Background: an optimization exercise with open tools, aiming at small area and a short achievable clock period. Do not read the settings as production practice.
No run shown here included a check of the RTL's function; only the layout flow was run.

## design/flow/design.v

```verilog
module mod_fold(input [31:0] a, output [22:0] s);
wire [3:0] t0_sel = a[31:28];
wire [22:0] t0 =
    ({23{t0_sel == 4'd1}} & 23'd635539) |
    ({23{t0_sel == 4'd2}} & 23'd36977) |
    ({23{t0_sel == 4'd3}} & 23'd672516) |
    ({23{t0_sel == 4'd4}} & 23'd73954) |
    ({23{t0_sel == 4'd5}} & 23'd709493) |
    ({23{t0_sel == 4'd6}} & 23'd110931) |
    ({23{t0_sel == 4'd7}} & 23'd746470) |
    ({23{t0_sel == 4'd8}} & 23'd147908) |
    ({23{t0_sel == 4'd9}} & 23'd783447) |
    ({23{t0_sel == 4'd10}} & 23'd184885) |
    ({23{t0_sel == 4'd11}} & 23'd820424) |
    ({23{t0_sel == 4'd12}} & 23'd221862) |
    ({23{t0_sel == 4'd13}} & 23'd857401) |
    ({23{t0_sel == 4'd14}} & 23'd258839) |
    ({23{t0_sel == 4'd15}} & 23'd894378);
wire [3:0] t1_sel = a[27:24];
wire [22:0] t1 =
    ({23{t1_sel == 4'd1}} & 23'd733903) |
    ({23{t1_sel == 4'd2}} & 23'd233705) |
    ({23{t1_sel == 4'd3}} & 23'd967608) |
    ({23{t1_sel == 4'd4}} & 23'd467410) |
    ({23{t1_sel == 4'd5}} & 23'd1201313) |
    ({23{t1_sel == 4'd6}} & 23'd701115) |
    ({23{t1_sel == 4'd7}} & 23'd200917) |
    ({23{t1_sel == 4'd8}} & 23'd934820) |
    ({23{t1_sel == 4'd9}} & 23'd434622) |
    ({23{t1_sel == 4'd10}} & 23'd1168525) |
    ({23{t1_sel == 4'd11}} & 23'd668327) |
    ({23{t1_sel == 4'd12}} & 23'd168129) |
    ({23{t1_sel == 4'd13}} & 23'd902032) |
    ({23{t1_sel == 4'd14}} & 23'd401834) |
    ({23{t1_sel == 4'd15}} & 23'd1135737);
wire [3:0] t2_sel = a[23:20];
wire [22:0] t2 =
    ({23{t2_sel == 4'd1}} & 23'd1048576) |
    ({23{t2_sel == 4'd2}} & 23'd863051) |
    ({23{t2_sel == 4'd3}} & 23'd677526) |
    ({23{t2_sel == 4'd4}} & 23'd492001) |
    ({23{t2_sel == 4'd5}} & 23'd306476) |
    ({23{t2_sel == 4'd6}} & 23'd120951) |
    ({23{t2_sel == 4'd7}} & 23'd1169527) |
    ({23{t2_sel == 4'd8}} & 23'd984002) |
    ({23{t2_sel == 4'd9}} & 23'd798477) |
    ({23{t2_sel == 4'd10}} & 23'd612952) |
    ({23{t2_sel == 4'd11}} & 23'd427427) |
    ({23{t2_sel == 4'd12}} & 23'd241902) |
    ({23{t2_sel == 4'd13}} & 23'd56377) |
    ({23{t2_sel == 4'd14}} & 23'd1104953) |
    ({23{t2_sel == 4'd15}} & 23'd919428);
wire [22:0] cs1 = {1'b0, 1'b0, 1'b0, a[19], a[18], a[17], a[16], a[15], a[14], a[13], a[12], a[11], a[10], a[9], a[8], a[7], a[6], a[5], a[4], a[3], a[2], a[1], a[0]} ^ {t0[22], t0[21], t0[20], t0[19], t0[18], t0[17], t0[16], t0[15], t0[14], t0[13], t0[12], t0[11], t0[10], t0[9], t0[8], t0[7], t0[6], t0[5], t0[4], t0[3], t0[2], t0[1], t0[0]} ^ {t1[22], t1[21], t1[20], t1[19], t1[18], t1[17], t1[16], t1[15], t1[14], t1[13], t1[12], t1[11], t1[10], t1[9], t1[8], t1[7], t1[6], t1[5], t1[4], t1[3], t1[2], t1[1], t1[0]};
wire [22:0] cc2 = ({1'b0, 1'b0, 1'b0, a[19], a[18], a[17], a[16], a[15], a[14], a[13], a[12], a[11], a[10], a[9], a[8], a[7], a[6], a[5], a[4], a[3], a[2], a[1], a[0]} & {t0[22], t0[21], t0[20], t0[19], t0[18], t0[17], t0[16], t0[15], t0[14], t0[13], t0[12], t0[11], t0[10], t0[9], t0[8], t0[7], t0[6], t0[5], t0[4], t0[3], t0[2], t0[1], t0[0]}) | ({1'b0, 1'b0, 1'b0, a[19], a[18], a[17], a[16], a[15], a[14], a[13], a[12], a[11], a[10], a[9], a[8], a[7], a[6], a[5], a[4], a[3], a[2], a[1], a[0]} & {t1[22], t1[21], t1[20], t1[19], t1[18], t1[17], t1[16], t1[15], t1[14], t1[13], t1[12], t1[11], t1[10], t1[9], t1[8], t1[7], t1[6], t1[5], t1[4], t1[3], t1[2], t1[1], t1[0]}) | ({t0[22], t0[21], t0[20], t0[19], t0[18], t0[17], t0[16], t0[15], t0[14], t0[13], t0[12], t0[11], t0[10], t0[9], t0[8], t0[7], t0[6], t0[5], t0[4], t0[3], t0[2], t0[1], t0[0]} & {t1[22], t1[21], t1[20], t1[19], t1[18], t1[17], t1[16], t1[15], t1[14], t1[13], t1[12], t1[11], t1[10], t1[9], t1[8], t1[7], t1[6], t1[5], t1[4], t1[3], t1[2], t1[1], t1[0]});
wire [22:0] cs3 = {t2[22], t2[21], t2[20], t2[19], t2[18], t2[17], t2[16], t2[15], t2[14], t2[13], t2[12], t2[11], t2[10], t2[9], t2[8], t2[7], t2[6], t2[5], t2[4], t2[3], t2[2], t2[1], t2[0]} ^ {cs1[22], cs1[21], cs1[20], cs1[19], cs1[18], cs1[17], cs1[16], cs1[15], cs1[14], cs1[13], cs1[12], cs1[11], cs1[10], cs1[9], cs1[8], cs1[7], cs1[6], cs1[5], cs1[4], cs1[3], cs1[2], cs1[1], cs1[0]} ^ {cc2[21], cc2[20], cc2[19], cc2[18], cc2[17], cc2[16], cc2[15], cc2[14], cc2[13], cc2[12], cc2[11], cc2[10], cc2[9], cc2[8], cc2[7], cc2[6], cc2[5], cc2[4], cc2[3], cc2[2], cc2[1], cc2[0], 1'b0};
wire [22:0] cc4 = ({t2[22], t2[21], t2[20], t2[19], t2[18], t2[17], t2[16], t2[15], t2[14], t2[13], t2[12], t2[11], t2[10], t2[9], t2[8], t2[7], t2[6], t2[5], t2[4], t2[3], t2[2], t2[1], t2[0]} & {cs1[22], cs1[21], cs1[20], cs1[19], cs1[18], cs1[17], cs1[16], cs1[15], cs1[14], cs1[13], cs1[12], cs1[11], cs1[10], cs1[9], cs1[8], cs1[7], cs1[6], cs1[5], cs1[4], cs1[3], cs1[2], cs1[1], cs1[0]}) | ({t2[22], t2[21], t2[20], t2[19], t2[18], t2[17], t2[16], t2[15], t2[14], t2[13], t2[12], t2[11], t2[10], t2[9], t2[8], t2[7], t2[6], t2[5], t2[4], t2[3], t2[2], t2[1], t2[0]} & {cc2[21], cc2[20], cc2[19], cc2[18], cc2[17], cc2[16], cc2[15], cc2[14], cc2[13], cc2[12], cc2[11], cc2[10], cc2[9], cc2[8], cc2[7], cc2[6], cc2[5], cc2[4], cc2[3], cc2[2], cc2[1], cc2[0], 1'b0}) | ({cs1[22], cs1[21], cs1[20], cs1[19], cs1[18], cs1[17], cs1[16], cs1[15], cs1[14], cs1[13], cs1[12], cs1[11], cs1[10], cs1[9], cs1[8], cs1[7], cs1[6], cs1[5], cs1[4], cs1[3], cs1[2], cs1[1], cs1[0]} & {cc2[21], cc2[20], cc2[19], cc2[18], cc2[17], cc2[16], cc2[15], cc2[14], cc2[13], cc2[12], cc2[11], cc2[10], cc2[9], cc2[8], cc2[7], cc2[6], cc2[5], cc2[4], cc2[3], cc2[2], cc2[1], cc2[0], 1'b0});
wire g5 = cs3[0] & 1'b0;
wire p6 = cs3[0] ^ 1'b0;
wire g7 = cs3[1] & cc4[0];
wire p8 = cs3[1] ^ cc4[0];
wire g9 = cs3[2] & cc4[1];
wire p10 = cs3[2] ^ cc4[1];
wire g11 = cs3[3] & cc4[2];
wire p12 = cs3[3] ^ cc4[2];
wire g13 = cs3[4] & cc4[3];
wire p14 = cs3[4] ^ cc4[3];
wire g15 = cs3[5] & cc4[4];
wire p16 = cs3[5] ^ cc4[4];
wire g17 = cs3[6] & cc4[5];
wire p18 = cs3[6] ^ cc4[5];
wire g19 = cs3[7] & cc4[6];
wire p20 = cs3[7] ^ cc4[6];
wire g21 = cs3[8] & cc4[7];
wire p22 = cs3[8] ^ cc4[7];
wire g23 = cs3[9] & cc4[8];
wire p24 = cs3[9] ^ cc4[8];
wire g25 = cs3[10] & cc4[9];
wire p26 = cs3[10] ^ cc4[9];
wire g27 = cs3[11] & cc4[10];
wire p28 = cs3[11] ^ cc4[10];
wire g29 = cs3[12] & cc4[11];
wire p30 = cs3[12] ^ cc4[11];
wire g31 = cs3[13] & cc4[12];
wire p32 = cs3[13] ^ cc4[12];
wire g33 = cs3[14] & cc4[13];
wire p34 = cs3[14] ^ cc4[13];
wire g35 = cs3[15] & cc4[14];
wire p36 = cs3[15] ^ cc4[14];
wire g37 = cs3[16] & cc4[15];
wire p38 = cs3[16] ^ cc4[15];
wire g39 = cs3[17] & cc4[16];
wire p40 = cs3[17] ^ cc4[16];
wire g41 = cs3[18] & cc4[17];
wire p42 = cs3[18] ^ cc4[17];
wire g43 = cs3[19] & cc4[18];
wire p44 = cs3[19] ^ cc4[18];
wire g45 = cs3[20] & cc4[19];
wire p46 = cs3[20] ^ cc4[19];
wire g47 = cs3[21] & cc4[20];
wire p48 = cs3[21] ^ cc4[20];
wire g49 = cs3[22] & cc4[21];
wire p50 = cs3[22] ^ cc4[21];
wire g51 = g7 | (p8 & g5);
wire p52 = p8 & p6;
wire g53 = g11 | (p12 & g9);
wire p54 = p12 & p10;
wire g55 = g15 | (p16 & g13);
wire p56 = p16 & p14;
wire g57 = g19 | (p20 & g17);
wire p58 = p20 & p18;
wire g59 = g23 | (p24 & g21);
wire p60 = p24 & p22;
wire g61 = g27 | (p28 & g25);
wire p62 = p28 & p26;
wire g63 = g31 | (p32 & g29);
wire p64 = p32 & p30;
wire g65 = g35 | (p36 & g33);
wire p66 = p36 & p34;
wire g67 = g39 | (p40 & g37);
wire p68 = p40 & p38;
wire g69 = g43 | (p44 & g41);
wire p70 = p44 & p42;
wire g71 = g47 | (p48 & g45);
wire p72 = p48 & p46;
wire g73 = g9 | (p10 & g51);
wire p74 = p10 & p52;
wire g75 = g53 | (p54 & g51);
wire p76 = p54 & p52;
wire g77 = g17 | (p18 & g55);
wire p78 = p18 & p56;
wire g79 = g57 | (p58 & g55);
wire p80 = p58 & p56;
wire g81 = g25 | (p26 & g59);
wire p82 = p26 & p60;
wire g83 = g61 | (p62 & g59);
wire p84 = p62 & p60;
wire g85 = g33 | (p34 & g63);
wire p86 = p34 & p64;
wire g87 = g65 | (p66 & g63);
wire p88 = p66 & p64;
wire g89 = g41 | (p42 & g67);
wire p90 = p42 & p68;
wire g91 = g69 | (p70 & g67);
wire p92 = p70 & p68;
wire g93 = g49 | (p50 & g71);
wire p94 = p50 & p72;
wire g95 = g13 | (p14 & g75);
wire p96 = p14 & p76;
wire g97 = g55 | (p56 & g75);
wire p98 = p56 & p76;
wire g99 = g77 | (p78 & g75);
wire p100 = p78 & p76;
wire g101 = g79 | (p80 & g75);
wire p102 = p80 & p76;
wire g103 = g29 | (p30 & g83);
wire p104 = p30 & p84;
wire g105 = g63 | (p64 & g83);
wire p106 = p64 & p84;
wire g107 = g85 | (p86 & g83);
wire p108 = p86 & p84;
wire g109 = g87 | (p88 & g83);
wire p110 = p88 & p84;
wire g111 = g45 | (p46 & g91);
wire p112 = p46 & p92;
wire g113 = g71 | (p72 & g91);
wire p114 = p72 & p92;
wire g115 = g93 | (p94 & g91);
wire p116 = p94 & p92;
wire g117 = g21 | (p22 & g101);
wire p118 = p22 & p102;
wire g119 = g59 | (p60 & g101);
wire p120 = p60 & p102;
wire g121 = g81 | (p82 & g101);
wire p122 = p82 & p102;
wire g123 = g83 | (p84 & g101);
wire p124 = p84 & p102;
wire g125 = g103 | (p104 & g101);
wire p126 = p104 & p102;
wire g127 = g105 | (p106 & g101);
wire p128 = p106 & p102;
wire g129 = g107 | (p108 & g101);
wire p130 = p108 & p102;
wire g131 = g109 | (p110 & g101);
wire p132 = p110 & p102;
wire g133 = g37 | (p38 & g131);
wire p134 = p38 & p132;
wire g135 = g67 | (p68 & g131);
wire p136 = p68 & p132;
wire g137 = g89 | (p90 & g131);
wire p138 = p90 & p132;
wire g139 = g91 | (p92 & g131);
wire p140 = p92 & p132;
wire g141 = g111 | (p112 & g131);
wire p142 = p112 & p132;
wire g143 = g113 | (p114 & g131);
wire p144 = p114 & p132;
wire g145 = g115 | (p116 & g131);
wire p146 = p116 & p132;
wire [23:0] sum;
assign sum[0] = p6;
assign sum[1] = p8 ^ g5;
assign sum[2] = p10 ^ g51;
assign sum[3] = p12 ^ g73;
assign sum[4] = p14 ^ g75;
assign sum[5] = p16 ^ g95;
assign sum[6] = p18 ^ g97;
assign sum[7] = p20 ^ g99;
assign sum[8] = p22 ^ g101;
assign sum[9] = p24 ^ g117;
assign sum[10] = p26 ^ g119;
assign sum[11] = p28 ^ g121;
assign sum[12] = p30 ^ g123;
assign sum[13] = p32 ^ g125;
assign sum[14] = p34 ^ g127;
assign sum[15] = p36 ^ g129;
assign sum[16] = p38 ^ g131;
assign sum[17] = p40 ^ g133;
assign sum[18] = p42 ^ g135;
assign sum[19] = p44 ^ g137;
assign sum[20] = p46 ^ g139;
assign sum[21] = p48 ^ g141;
assign sum[22] = p50 ^ g143;
assign sum[23] = g145;
assign s = sum[22:0];
endmodule
module mod_final(input [22:0] s, output [20:0] r);
wire [2:0] k_sel = s[22:20];
wire [20:0] k =
    ({21{k_sel == 3'd1}} & 21'd1048576) |
    ({21{k_sel == 3'd2}} & 21'd863051) |
    ({21{k_sel == 3'd3}} & 21'd677526) |
    ({21{k_sel == 3'd4}} & 21'd492001) |
    ({21{k_sel == 3'd5}} & 21'd306476) |
    ({21{k_sel == 3'd6}} & 21'd120951) |
    ({21{k_sel == 3'd7}} & 21'd1169527);
wire g147 = s[0] & k[0];
wire p148 = s[0] ^ k[0];
wire g149 = s[1] & k[1];
wire p150 = s[1] ^ k[1];
wire g151 = s[2] & k[2];
wire p152 = s[2] ^ k[2];
wire g153 = s[3] & k[3];
wire p154 = s[3] ^ k[3];
wire g155 = s[4] & k[4];
wire p156 = s[4] ^ k[4];
wire g157 = s[5] & k[5];
wire p158 = s[5] ^ k[5];
wire g159 = s[6] & k[6];
wire p160 = s[6] ^ k[6];
wire g161 = s[7] & k[7];
wire p162 = s[7] ^ k[7];
wire g163 = s[8] & k[8];
wire p164 = s[8] ^ k[8];
wire g165 = s[9] & k[9];
wire p166 = s[9] ^ k[9];
wire g167 = s[10] & k[10];
wire p168 = s[10] ^ k[10];
wire g169 = s[11] & k[11];
wire p170 = s[11] ^ k[11];
wire g171 = s[12] & k[12];
wire p172 = s[12] ^ k[12];
wire g173 = s[13] & k[13];
wire p174 = s[13] ^ k[13];
wire g175 = s[14] & k[14];
wire p176 = s[14] ^ k[14];
wire g177 = s[15] & k[15];
wire p178 = s[15] ^ k[15];
wire g179 = s[16] & k[16];
wire p180 = s[16] ^ k[16];
wire g181 = s[17] & k[17];
wire p182 = s[17] ^ k[17];
wire g183 = s[18] & k[18];
wire p184 = s[18] ^ k[18];
wire g185 = s[19] & k[19];
wire p186 = s[19] ^ k[19];
wire g187 = 1'b0 & k[20];
wire p188 = 1'b0 ^ k[20];
wire g189 = g149 | (p150 & g147);
wire p190 = p150 & p148;
wire g191 = g153 | (p154 & g151);
wire p192 = p154 & p152;
wire g193 = g157 | (p158 & g155);
wire p194 = p158 & p156;
wire g195 = g161 | (p162 & g159);
wire p196 = p162 & p160;
wire g197 = g165 | (p166 & g163);
wire p198 = p166 & p164;
wire g199 = g169 | (p170 & g167);
wire p200 = p170 & p168;
wire g201 = g173 | (p174 & g171);
wire p202 = p174 & p172;
wire g203 = g177 | (p178 & g175);
wire p204 = p178 & p176;
wire g205 = g181 | (p182 & g179);
wire p206 = p182 & p180;
wire g207 = g185 | (p186 & g183);
wire p208 = p186 & p184;
wire g209 = g151 | (p152 & g189);
wire p210 = p152 & p190;
wire g211 = g191 | (p192 & g189);
wire p212 = p192 & p190;
wire g213 = g159 | (p160 & g193);
wire p214 = p160 & p194;
wire g215 = g195 | (p196 & g193);
wire p216 = p196 & p194;
wire g217 = g167 | (p168 & g197);
wire p218 = p168 & p198;
wire g219 = g199 | (p200 & g197);
wire p220 = p200 & p198;
wire g221 = g175 | (p176 & g201);
wire p222 = p176 & p202;
wire g223 = g203 | (p204 & g201);
wire p224 = p204 & p202;
wire g225 = g183 | (p184 & g205);
wire p226 = p184 & p206;
wire g227 = g207 | (p208 & g205);
wire p228 = p208 & p206;
wire g229 = g155 | (p156 & g211);
wire p230 = p156 & p212;
wire g231 = g193 | (p194 & g211);
wire p232 = p194 & p212;
wire g233 = g213 | (p214 & g211);
wire p234 = p214 & p212;
wire g235 = g215 | (p216 & g211);
wire p236 = p216 & p212;
wire g237 = g171 | (p172 & g219);
wire p238 = p172 & p220;
wire g239 = g201 | (p202 & g219);
wire p240 = p202 & p220;
wire g241 = g221 | (p222 & g219);
wire p242 = p222 & p220;
wire g243 = g223 | (p224 & g219);
wire p244 = p224 & p220;
wire g245 = g187 | (p188 & g227);
wire p246 = p188 & p228;
wire g247 = g163 | (p164 & g235);
wire p248 = p164 & p236;
wire g249 = g197 | (p198 & g235);
wire p250 = p198 & p236;
wire g251 = g217 | (p218 & g235);
wire p252 = p218 & p236;
wire g253 = g219 | (p220 & g235);
wire p254 = p220 & p236;
wire g255 = g237 | (p238 & g235);
wire p256 = p238 & p236;
wire g257 = g239 | (p240 & g235);
wire p258 = p240 & p236;
wire g259 = g241 | (p242 & g235);
wire p260 = p242 & p236;
wire g261 = g243 | (p244 & g235);
wire p262 = p244 & p236;
wire g263 = g179 | (p180 & g261);
wire p264 = p180 & p262;
wire g265 = g205 | (p206 & g261);
wire p266 = p206 & p262;
wire g267 = g225 | (p226 & g261);
wire p268 = p226 & p262;
wire g269 = g227 | (p228 & g261);
wire p270 = p228 & p262;
wire g271 = g245 | (p246 & g261);
wire p272 = p246 & p262;
wire [21:0] x0;
assign x0[0] = p148;
assign x0[1] = p150 ^ g147;
assign x0[2] = p152 ^ g189;
assign x0[3] = p154 ^ g209;
assign x0[4] = p156 ^ g211;
assign x0[5] = p158 ^ g229;
assign x0[6] = p160 ^ g231;
assign x0[7] = p162 ^ g233;
assign x0[8] = p164 ^ g235;
assign x0[9] = p166 ^ g247;
assign x0[10] = p168 ^ g249;
assign x0[11] = p170 ^ g251;
assign x0[12] = p172 ^ g253;
assign x0[13] = p174 ^ g255;
assign x0[14] = p176 ^ g257;
assign x0[15] = p178 ^ g259;
assign x0[16] = p180 ^ g261;
assign x0[17] = p182 ^ g263;
assign x0[18] = p184 ^ g265;
assign x0[19] = p186 ^ g267;
assign x0[20] = p188 ^ g269;
assign x0[21] = g271;
wire g273 = x0[0] & 1'b1;
wire p274 = x0[0] ^ 1'b1;
wire g275 = x0[1] & 1'b1;
wire p276 = x0[1] ^ 1'b1;
wire g277 = x0[2] & 1'b0;
wire p278 = x0[2] ^ 1'b0;
wire g279 = x0[3] & 1'b1;
wire p280 = x0[3] ^ 1'b1;
wire g281 = x0[4] & 1'b0;
wire p282 = x0[4] ^ 1'b0;
wire g283 = x0[5] & 1'b0;
wire p284 = x0[5] ^ 1'b0;
wire g285 = x0[6] & 1'b1;
wire p286 = x0[6] ^ 1'b1;
wire g287 = x0[7] & 1'b0;
wire p288 = x0[7] ^ 1'b0;
wire g289 = x0[8] & 1'b1;
wire p290 = x0[8] ^ 1'b1;
wire g291 = x0[9] & 1'b1;
wire p292 = x0[9] ^ 1'b1;
wire g293 = x0[10] & 1'b0;
wire p294 = x0[10] ^ 1'b0;
wire g295 = x0[11] & 1'b1;
wire p296 = x0[11] ^ 1'b1;
wire g297 = x0[12] & 1'b0;
wire p298 = x0[12] ^ 1'b0;
wire g299 = x0[13] & 1'b1;
wire p300 = x0[13] ^ 1'b1;
wire g301 = x0[14] & 1'b0;
wire p302 = x0[14] ^ 1'b0;
wire g303 = x0[15] & 1'b0;
wire p304 = x0[15] ^ 1'b0;
wire g305 = x0[16] & 1'b1;
wire p306 = x0[16] ^ 1'b1;
wire g307 = x0[17] & 1'b0;
wire p308 = x0[17] ^ 1'b0;
wire g309 = x0[18] & 1'b1;
wire p310 = x0[18] ^ 1'b1;
wire g311 = x0[19] & 1'b1;
wire p312 = x0[19] ^ 1'b1;
wire g313 = x0[20] & 1'b0;
wire p314 = x0[20] ^ 1'b0;
wire g315 = x0[21] & 1'b1;
wire p316 = x0[21] ^ 1'b1;
wire g317 = g275 | (p276 & g273);
wire p318 = p276 & p274;
wire g319 = g279 | (p280 & g277);
wire p320 = p280 & p278;
wire g321 = g283 | (p284 & g281);
wire p322 = p284 & p282;
wire g323 = g287 | (p288 & g285);
wire p324 = p288 & p286;
wire g325 = g291 | (p292 & g289);
wire p326 = p292 & p290;
wire g327 = g295 | (p296 & g293);
wire p328 = p296 & p294;
wire g329 = g299 | (p300 & g297);
wire p330 = p300 & p298;
wire g331 = g303 | (p304 & g301);
wire p332 = p304 & p302;
wire g333 = g307 | (p308 & g305);
wire p334 = p308 & p306;
wire g335 = g311 | (p312 & g309);
wire p336 = p312 & p310;
wire g337 = g315 | (p316 & g313);
wire p338 = p316 & p314;
wire g339 = g277 | (p278 & g317);
wire p340 = p278 & p318;
wire g341 = g319 | (p320 & g317);
wire p342 = p320 & p318;
wire g343 = g285 | (p286 & g321);
wire p344 = p286 & p322;
wire g345 = g323 | (p324 & g321);
wire p346 = p324 & p322;
wire g347 = g293 | (p294 & g325);
wire p348 = p294 & p326;
wire g349 = g327 | (p328 & g325);
wire p350 = p328 & p326;
wire g351 = g301 | (p302 & g329);
wire p352 = p302 & p330;
wire g353 = g331 | (p332 & g329);
wire p354 = p332 & p330;
wire g355 = g309 | (p310 & g333);
wire p356 = p310 & p334;
wire g357 = g335 | (p336 & g333);
wire p358 = p336 & p334;
wire g359 = g281 | (p282 & g341);
wire p360 = p282 & p342;
wire g361 = g321 | (p322 & g341);
wire p362 = p322 & p342;
wire g363 = g343 | (p344 & g341);
wire p364 = p344 & p342;
wire g365 = g345 | (p346 & g341);
wire p366 = p346 & p342;
wire g367 = g297 | (p298 & g349);
wire p368 = p298 & p350;
wire g369 = g329 | (p330 & g349);
wire p370 = p330 & p350;
wire g371 = g351 | (p352 & g349);
wire p372 = p352 & p350;
wire g373 = g353 | (p354 & g349);
wire p374 = p354 & p350;
wire g375 = g313 | (p314 & g357);
wire p376 = p314 & p358;
wire g377 = g337 | (p338 & g357);
wire p378 = p338 & p358;
wire g379 = g289 | (p290 & g365);
wire p380 = p290 & p366;
wire g381 = g325 | (p326 & g365);
wire p382 = p326 & p366;
wire g383 = g347 | (p348 & g365);
wire p384 = p348 & p366;
wire g385 = g349 | (p350 & g365);
wire p386 = p350 & p366;
wire g387 = g367 | (p368 & g365);
wire p388 = p368 & p366;
wire g389 = g369 | (p370 & g365);
wire p390 = p370 & p366;
wire g391 = g371 | (p372 & g365);
wire p392 = p372 & p366;
wire g393 = g373 | (p374 & g365);
wire p394 = p374 & p366;
wire g395 = g305 | (p306 & g393);
wire p396 = p306 & p394;
wire g397 = g333 | (p334 & g393);
wire p398 = p334 & p394;
wire g399 = g355 | (p356 & g393);
wire p400 = p356 & p394;
wire g401 = g357 | (p358 & g393);
wire p402 = p358 & p394;
wire g403 = g375 | (p376 & g393);
wire p404 = p376 & p394;
wire g405 = g377 | (p378 & g393);
wire p406 = p378 & p394;
wire [22:0] x1;
assign x1[0] = p274;
assign x1[1] = p276 ^ g273;
assign x1[2] = p278 ^ g317;
assign x1[3] = p280 ^ g339;
assign x1[4] = p282 ^ g341;
assign x1[5] = p284 ^ g359;
assign x1[6] = p286 ^ g361;
assign x1[7] = p288 ^ g363;
assign x1[8] = p290 ^ g365;
assign x1[9] = p292 ^ g379;
assign x1[10] = p294 ^ g381;
assign x1[11] = p296 ^ g383;
assign x1[12] = p298 ^ g385;
assign x1[13] = p300 ^ g387;
assign x1[14] = p302 ^ g389;
assign x1[15] = p304 ^ g391;
assign x1[16] = p306 ^ g393;
assign x1[17] = p308 ^ g395;
assign x1[18] = p310 ^ g397;
assign x1[19] = p312 ^ g399;
assign x1[20] = p314 ^ g401;
assign x1[21] = p316 ^ g403;
assign x1[22] = g405;
assign r = x1[22] ? x1[20:0] : x0[20:0];
endmodule
module integer_division_modulus(input [31:0] a, output [20:0] r);
wire [22:0] s;
mod_fold A0 (.a(a), .s(s));
mod_final C0 (.s(s), .r(r));
endmodule
module mod_reg(
    input clk,
    input [31:0] a,
    output [31:0] r
    );
wire [22:0] s;
reg [22:0] q;
wire [20:0] rc;
mod_fold A0 (.a(a), .s(s));
always @(posedge clk) q <= s;
mod_final C0 (.s(q), .r(rc));
assign r = {11'd0, rc};
endmodule
```

## design/flow/flow/run.sh

```bash
#!/bin/bash
# The standard layout (standard.sh, the ORFS flow) with these changes:
#  - synthesis maps with flow/abc.script (flow/synth.tcl is synth_recipe.tcl with abc's script swapped);
#  - ports are buffered with buf_1 instead of the flow's default pick;
#  - any extra ORFS make variables listed in flow/knobs.txt (one per line).
# The make output goes to flow.log; each ORFS step keeps its own log under orfs/logs/.
set -euo pipefail
W=$PWD
sed -e "s#SYNTH_SCRIPT=[^ ]*#SYNTH_SCRIPT=$W/flow/synth.tcl#" standard.sh > my_standard.sh
export MY_ABC_SCRIPT=$W/flow/abc.script
EXTRA=()
if [[ -f flow/knobs.txt ]]; then
  while IFS= read -r line; do [[ -n "$line" ]] && EXTRA+=("$line"); done < flow/knobs.txt
fi
bash my_standard.sh "BUFFER_PORTS_ARGS=-buffer_cell sky130_fd_sc_hd__buf_1" "${EXTRA[@]}" finish > flow.log 2>&1
```

## design/flow/flow/abc.script

```
strash
&get -n
&st
&dch
&nf
&put
buffer -c
upsize -c
dnsize -c
stime -p
```

## design/flow/flow/synth.tcl

```tcl
# synth_recipe.tcl with one change: abc maps with flow/abc.script (area-recovering
# mapping) instead of ORFS's speed script. Everything else is the standard synthesis.
proc synth {args} { yosys synth -nofsm -noshare {*}$args }
proc abc {args} {
  set i [lsearch -exact $args -script]
  if {$i >= 0} { lset args [expr {$i + 1}] $::env(MY_ABC_SCRIPT) }
  set i [lsearch -exact $args -D]
  if {$i >= 0} { set args [lreplace $args $i [expr {$i + 1}]] }
  if {[info exists ::env(MY_ABC_D)]} { lappend args -D $::env(MY_ABC_D) }
  yosys abc {*}$args
}
source $::env(SCRIPTS_DIR)/synth.tcl
# left out here: clear keep_hierarchy, flatten, clean up, hide names made inside functions, write 1_2_yosys.v
```

## design/flow/standard.sh

```bash
#!/bin/bash
# synth_recipe.tcl (not shown) runs the flow's synth.tcl, then flattens the netlist and writes it again
# the make line also repeats each setting of config.mk as NAME=value (left out here)
make -C /OpenROAD-flow-scripts/flow DESIGN_CONFIG=/design/flow/config.mk WORK_HOME=/design/flow/orfs CLKGATE_MAP_FILE= SYNTH_SCRIPT=/design/flow/synth_recipe.tcl "${@:-finish}"
```

## design/flow/config.mk

```make
export PLATFORM = sky130hd
export DESIGN_NAME = mod_reg
export DESIGN_NICKNAME = mod_reg
export VERILOG_FILES = /design/flow/design.v
export SDC_FILE = /design/flow/constraint.sdc
export NUM_CORES = 4
export LEC_CHECK = 0
export CAP_MARGIN = 20
export CORE_MARGIN = 2
export CORE_UTILIZATION = 40
export SLEW_MARGIN = 20
```

## design/flow/constraint.sdc

```tcl
create_clock -name core_clock -period 28.0 [get_ports {clk}]
set_input_delay 5.6000 -clock core_clock [delete_from_list [all_inputs] [get_ports {clk}]]
set_output_delay 5.6000 -clock core_clock [all_outputs]
set_load 0.01 [all_outputs]
```

==> results.yml, run 1 <==
run_status:
  status: "complete, no violations"
setup_path:
  cp_max_fo: 19
  cp.arrival_ns: 4.87
  required_ns: 22.40
  crit_path_end_kind: "output port"
  max_stage_delay_ns: 0.41
  critPathSlowestCell: "dfxtp_1"
  startpoint_type: "register"
  crit_cells: 20
  critPathKind: "register to output port"
  critical_path_buf_inv_count: 5
  path_cells: "inv_1 > nand2_1 > nand2_1 > nand2_1 > ha_1 > inv_1 > fa_1 > nand3b_2 > a211oi_2 > nor2_1 > inv_1 > fa_1 > xor2_1 > a2111oi_2 > o21ai_2 > a31oi_4 > a31oi_2 > buf_4 > mux2_4 > buf_1"
  critPathTopFamily: "compound AO/OA/AOI/OAI gates"
synthesis:
  yosysWarnings: 1
  yosys-top-cells-area: "fa_1, ha_1, dfxtp_1"
  synth-async-reset-ratio_pct: 0
  synth_edf_count: 0
  synthFlopType: "dfxtp_1"
  postSynthCellCount: 574
  synth.cell_area_mm2: 0.00467
  ys_ff_latch: 23
  ys_seq_area_share_pct: 9.86
  syn-mean-instance-area_um2: 8.14
  synth_cell_types: 59
  yosys.area.top_type: "fa_1"
  synth_top_area_share_pct: 20.1
layout:
  area_delta_synth_final_pct: 7.23
  layout_common_cells: "inv_1, nand2_1, buf_1"
  largest-register: "q"
  largest_reg_flops: 23
  fillers: 1173
  num-nets-final: 741
  diodes: 0
  reg_top3: "q: 23 flops"
  mostFrequentLayoutCell: "inv_1"
  register_area_um2: 460
  multi_input_area_mm2: 0.00379
  layout-drive-gt1-share_pct: 4.40
floorplanning:
  num_rows: 39
  die_h_um: 112
  die-area_mm2: 0.0126
  io_pins: 65
  die_w_um: 112
  core_area_mm2: 0.0114
  initial_core_util_pct: 40.9
global_routing:
  gr-total-overflow: 0
  grt_pass1_wl_mm: 18.5
  grt.total_usage_pct: 17.9
  grt_pass1_vias: 3908
  antenna_found_initial: 0
  grt_max_degree: 20
timing:
  min_period_ns: 10.47
  final-setup-viol-count: 0
  max_freq_mhz: 95.5
  tightestPinTransition_ns: 0.705
  drv_slew: 0
  period_share_pct: 37.4
  rsz0062_at_grt: "no"
  fin_setup_tns_ns: 0
  final-hold-violation-count: 0
  relSlewSlack_pct: 52.9
routing:
  ant_nets: 0
  vias_per_cell: 5.18
  vias: 3919
  drtIter0Drc: 262
  routed_wl_mm: 10.9
  drtPass1Iterations: 4
  wire_per_inst_um: 14.4
  drc: 0
placement:
  dp_hpwl_mm: 9.72
  io_buffer_count: 53
  gp_congestion: 0.909
clocking:
  cts-root-buf: "clkbuf_16"
  cts_made_buffers: 3
  clkTransAtPathRegs_ns: 0.05
  cts_resized: 0
  postCtsHoldBufs: 0
  post_cts_buffers: 0
  htreeDepth: 1
  cts_tree: "yes"
  clockBufferDepth: 2
  cts_sinks: 23
min_path:
  worstHoldPathCells: 3
  hp-class: "input pin to register"
run:
  cap_viol_max_count: 0
## cell type report
cell class | count | share of cell area (%)
Multi-Input combinational cell | 456 | 75.7
Sequential cell | 23 | 9.19
Inverter | 77 | 5.77
Timing Repair Buffer | 54 | 4.12
Tap cell | 143 | 3.57
Clock buffer | 3 | 1.50
Clock inverter | 1 | 0.0999
## Yosys cell counts, types with 4 or more instances
cell type,number
a21o_1,13
a21oi_1,33
a31oi_1,6
and2_1,5
and3_1,4
buf_4,11
clkbuf_1,14
dfxtp_1,23
fa_1,47
ha_1,46
inv_1,77
mux2_4,4
mux2i_1,14
nand2_1,57
nand2b_1,13
nand3_1,17
nand4_1,6
nor2_1,42
nor2b_1,12
nor3_1,8
o211ai_1,10
o21ai_0,18
xnor2_1,22
xor2_1,22
## logic make-up after synthesis
| family | share of synthesized area, % |
|---|---|
| AND/OR/NAND/NOR | 17.9 |
| AO/OA/AOI/OAI | 17.3 |
| buffers and inverters | 9.86 |
| adder cells (fa/ha/maj) | 32.5 |
| XOR/XNOR | 8.25 |
| flip-flops | 9.86 |
| multiplexers | 4.29 |
| other | 0.0803 |
## per-stage QoR
stage / worst slack (ns) / std cells / utilization (%) / instance area (um2) / hold slack, ns
floorplan: 18.38 / 584 / - / 4710 / 5.88
global placement: 17.73 / 753 / 43.2 / 4930 / 6.07
detailed placement: 17.67 / 753 / 43.2 / 4930 / 6.07
CTS: 17.55 / 757 / 43.9 / 5010 / 5.81
global route: 17.22 / 757 / 43.9 / 5010 / 5.82
finish: 17.53 / 757 / 43.9 / 5010 / 5.80
## path summary, 6_finish.rpt
| kind | end | slack [ns] | from |
|---|---|---|---|
| worst max-delay path | r[2] | 17.53 | q[21] |
| worst min-delay path | q[0] | 5.80 | a[0] |
## per-layer routing
| metal | vias up | global-route usage [%] | wire length (um) |
|---|---|---|---|
| met5 | - | 0 | 0 |
| li1 | 1986 | - | - |
| met1 | 1791 | 22.9 | 4820 |
| met3 | 18 | 0.702 | 379 |
| met4 | 0 | 5.04 | 203 |
| met2 | 124 | 32.8 | 5480 |
==> inputs of run 2 (changes only) <==
==> design/flow/flow/abc.script (replaced) <==
strash
&get -n
&fraig -x
&put
scorr
dc2
dretime
strash
&get -n
&dch -f
&nf {D}
&put
buffer
upsize {D}
dnsize {D}
stime -p
==> run 2 against run 1 <==
Effect of this change: global-route usage shrank 0.16 points; synthesized cell count shrank 11%; highest routed layer unchanged; design area shrank 9.4%; maximum frequency shrank 10%; routed wire length shrank 12%; utilization grew 0.30 points; count of clock-buffer cells in the layout is the same.
==> results.yml, run 2 <==
placement:
  dp_hpwl_mm: 8.69
  place_ws_ns: 16.35
  place_area_mm2: 0.00449
  io_buffer_count: 53
  gp_congestion: 0.908
global_routing:
  antenna_found_initial: 0
  grt_max_degree: 16
  grt_pass1_vias: 3462
  grt.total_usage_pct: 17.7
  gr-total-overflow: 0
  grt_pass1_wl_mm: 16.4
synthesis:
  synth.cell_area_mm2: 0.00422
  synth_cell_types: 55
  ys_ff_latch: 23
  yosysMostFrequentCell: "inv_1"
  postSynthCellCount: 508
  synthFlopType: "dfxtp_1"
  yosys.area.top_type: "fa_1"
  synth_edf_count: 0
  synth-async-reset-ratio_pct: 0
  ys_seq_area_share_pct: 10.9
  ys_top_cells_by_count: "inv_1, fa_1, ha_1"
  yosysWarnings: 1
  yosys-top-cells-area: "fa_1, ha_1, dfxtp_1"
  syn-mean-instance-area_um2: 8.32
  synth_top_area_share_pct: 22.3
layout:
  layout_common_cells: "inv_1, buf_1, fa_1"
  largest_reg_flops: 23
  area_delta_synth_final_pct: 7.46
  fin_area_mm2: 0.00454
  fillers: 1071
  num-nets-final: 677
  mostFrequentLayoutCell: "inv_1"
  layout-drive-gt1-share_pct: 5.27
  largest-register: "q"
  diodes: 0
  reg_top3: "q: 23 flops"
clocking:
  cts-root-buf: "clkbuf_8"
  clockBufferDepth: 2
  postCtsHoldBufs: 0
  cts_sinks: 23
  cts_tree: "yes"
  htreeDepth: 1
  cts_resized: 0
  clkTransAtPathRegs_ns: 0.07
  post_cts_buffers: 0
  cts_made_buffers: 3
setup_path:
  cp_max_fo: 14
  required_ns: 22.40
  crit_path_end_kind: "output port"
  critPathKind: "register to output port"
  cp.arrival_ns: 6.08
  startpoint_type: "register"
timing:
  min_period_ns: 11.68
  relSlewSlack_pct: 45.1
  drv_slew: 0
  period_share_pct: 41.7
  rsz0062_at_grt: "no"
  tightestPinTransition_ns: 0.821
  fin_ws_ns: 16.32
  final-setup-viol-count: 0
  final-hold-violation-count: 0
  fin_setup_tns_ns: 0
  fin_hold_ws_ns: 5.78
  max_freq_mhz: 85.6
routing:
  drtIter0Drc: 112
  drc: 0
  routed_wl_mm: 9.61
  wire_per_inst_um: 14.0
  drtPass1Iterations: 4
  ant_nets: 0
  vias_per_cell: 4.94
  vias: 3387
floorplanning:
  core_area_mm2: 0.0103
  io_pins: 65
  initial_core_util_pct: 41.1
  die_w_um: 107
  die_h_um: 107
  num_rows: 37
  die-area_mm2: 0.0114
run:
  cap_viol_max_count: 0
run_status:
  status: "complete, no violations"
min_path:
  hp-class: "input pin to register"
[run 2: cell types whose count changed in the layout (fill, tap and decap cells not counted), sizes merged, moves of 8 or more]
cell	delta
a21oi	-8
xor2	-8
inv	+8
mux2i	-11
nor2	-11
nand2	-26
[run 2: metrics by stage]
stage	std cells	utilization, %
after global routing	686	44.2
after global placement	682	43.7
after floorplan	518	-
after detailed placement	682	43.7
final	686	44.2
after CTS	686	44.2
[run 2: final cells by class]
class / count / area [um2] / area share, %
inverters: 85 / 319 / 7.03
clock inverters: 1 / 5.00 / 0.110
clock buffers: 3 / 41.3 / 0.910
well taps: 136 / 170 / 3.75
multi-input cells: 384 / 3340 / 73.5
flip-flops and latches: 23 / 460 / 10.1
repair buffers: 54 / 206 / 4.55
[run 2: worst paths after layout]
check,depth (start not counted),end,from
setup / recovery,27,r[4],q[22]
hold / removal,3,q[0],a[0]
[run 2: cells by family (layout without fill, tap and decap cells)]
logic type	Yosys count	after routing	share of synthesized area (%)
simple gates	133	133	15.6
xor+xnor	32	32	6.64
buf+inv	111	143	11.0
flops	23	23	10.9
fa+ha+maj	93	93	35.9
other cells	1	11	0.0888
mux	5	5	1.42
compound gates	110	110	18.5
[run 2: worst max-delay path: stages, from the launching register on]
cell and delay (ns):
dfxtp_1 0.55, a21oi_1 0.13, a21oi_1 0.36, ha_1 0.23, inv_1 0.06, fa_1 0.41
nor2b_1 0.12, o21ai_1 0.08, a21boi_1 0.18, o21ai_2 0.08, a21oi_1 0.22, o21a_1 0.23
o211ai_2 0.11, a21boi_2 0.20, o21a_1 0.20, o21a_1 0.19, o21a_1 0.18, o21a_1 0.18
o21ai_2 0.09, nand2_1 0.10, fa_1 0.42, a31oi_1 0.16, nor2b_1 0.07, o21ba_4 0.22
o21ai_2 0.18, o21ai_4 0.40, mux2_4 0.34, buf_1 0.12
[run 2: layer usage]
metal	GRT usage, %	vias to the layer above	routed length [um]
met3	0.790	8	358
met4	4.92	0	185
met1	23.4	1543	4370
met5	0	-	0
met2	31.5	97	4700
li1	-	1739	-

==> port drivers added, routing unchanged <==
Ports are ideal in the flow. The routed layouts listed here were re-timed in OpenROAD. Step 1 assumes that a clkbuf_16 drives the clock port and a buf_2 every other input. Step 2 moves the port delays by t, midway between the first and last clock arrival at a register: inputs arrive t later, outputs are due t later. That takes back most of the time a late clock gives input paths. a / b / c = ideal / step 1 / step 2; a / b = the first two.
| run | shift t [ns] | slack for setup (ns) | latest minus earliest clock arrival (ns) | worst slew at a driven data input, ns | cell pins on the clock port's net |
|---|---|---|---|---|---|
| run 1 | 0.281 | 17.534 / 17.502 / 17.715 | 0.003 / 0.002 | 0.03 | 1 |
| run 2 | 0.276 | 16.316 / 16.292 / 16.401 | 0.001 / 0.001 | 0.03 | 1 |
After both steps every run listed still meets setup and hold.
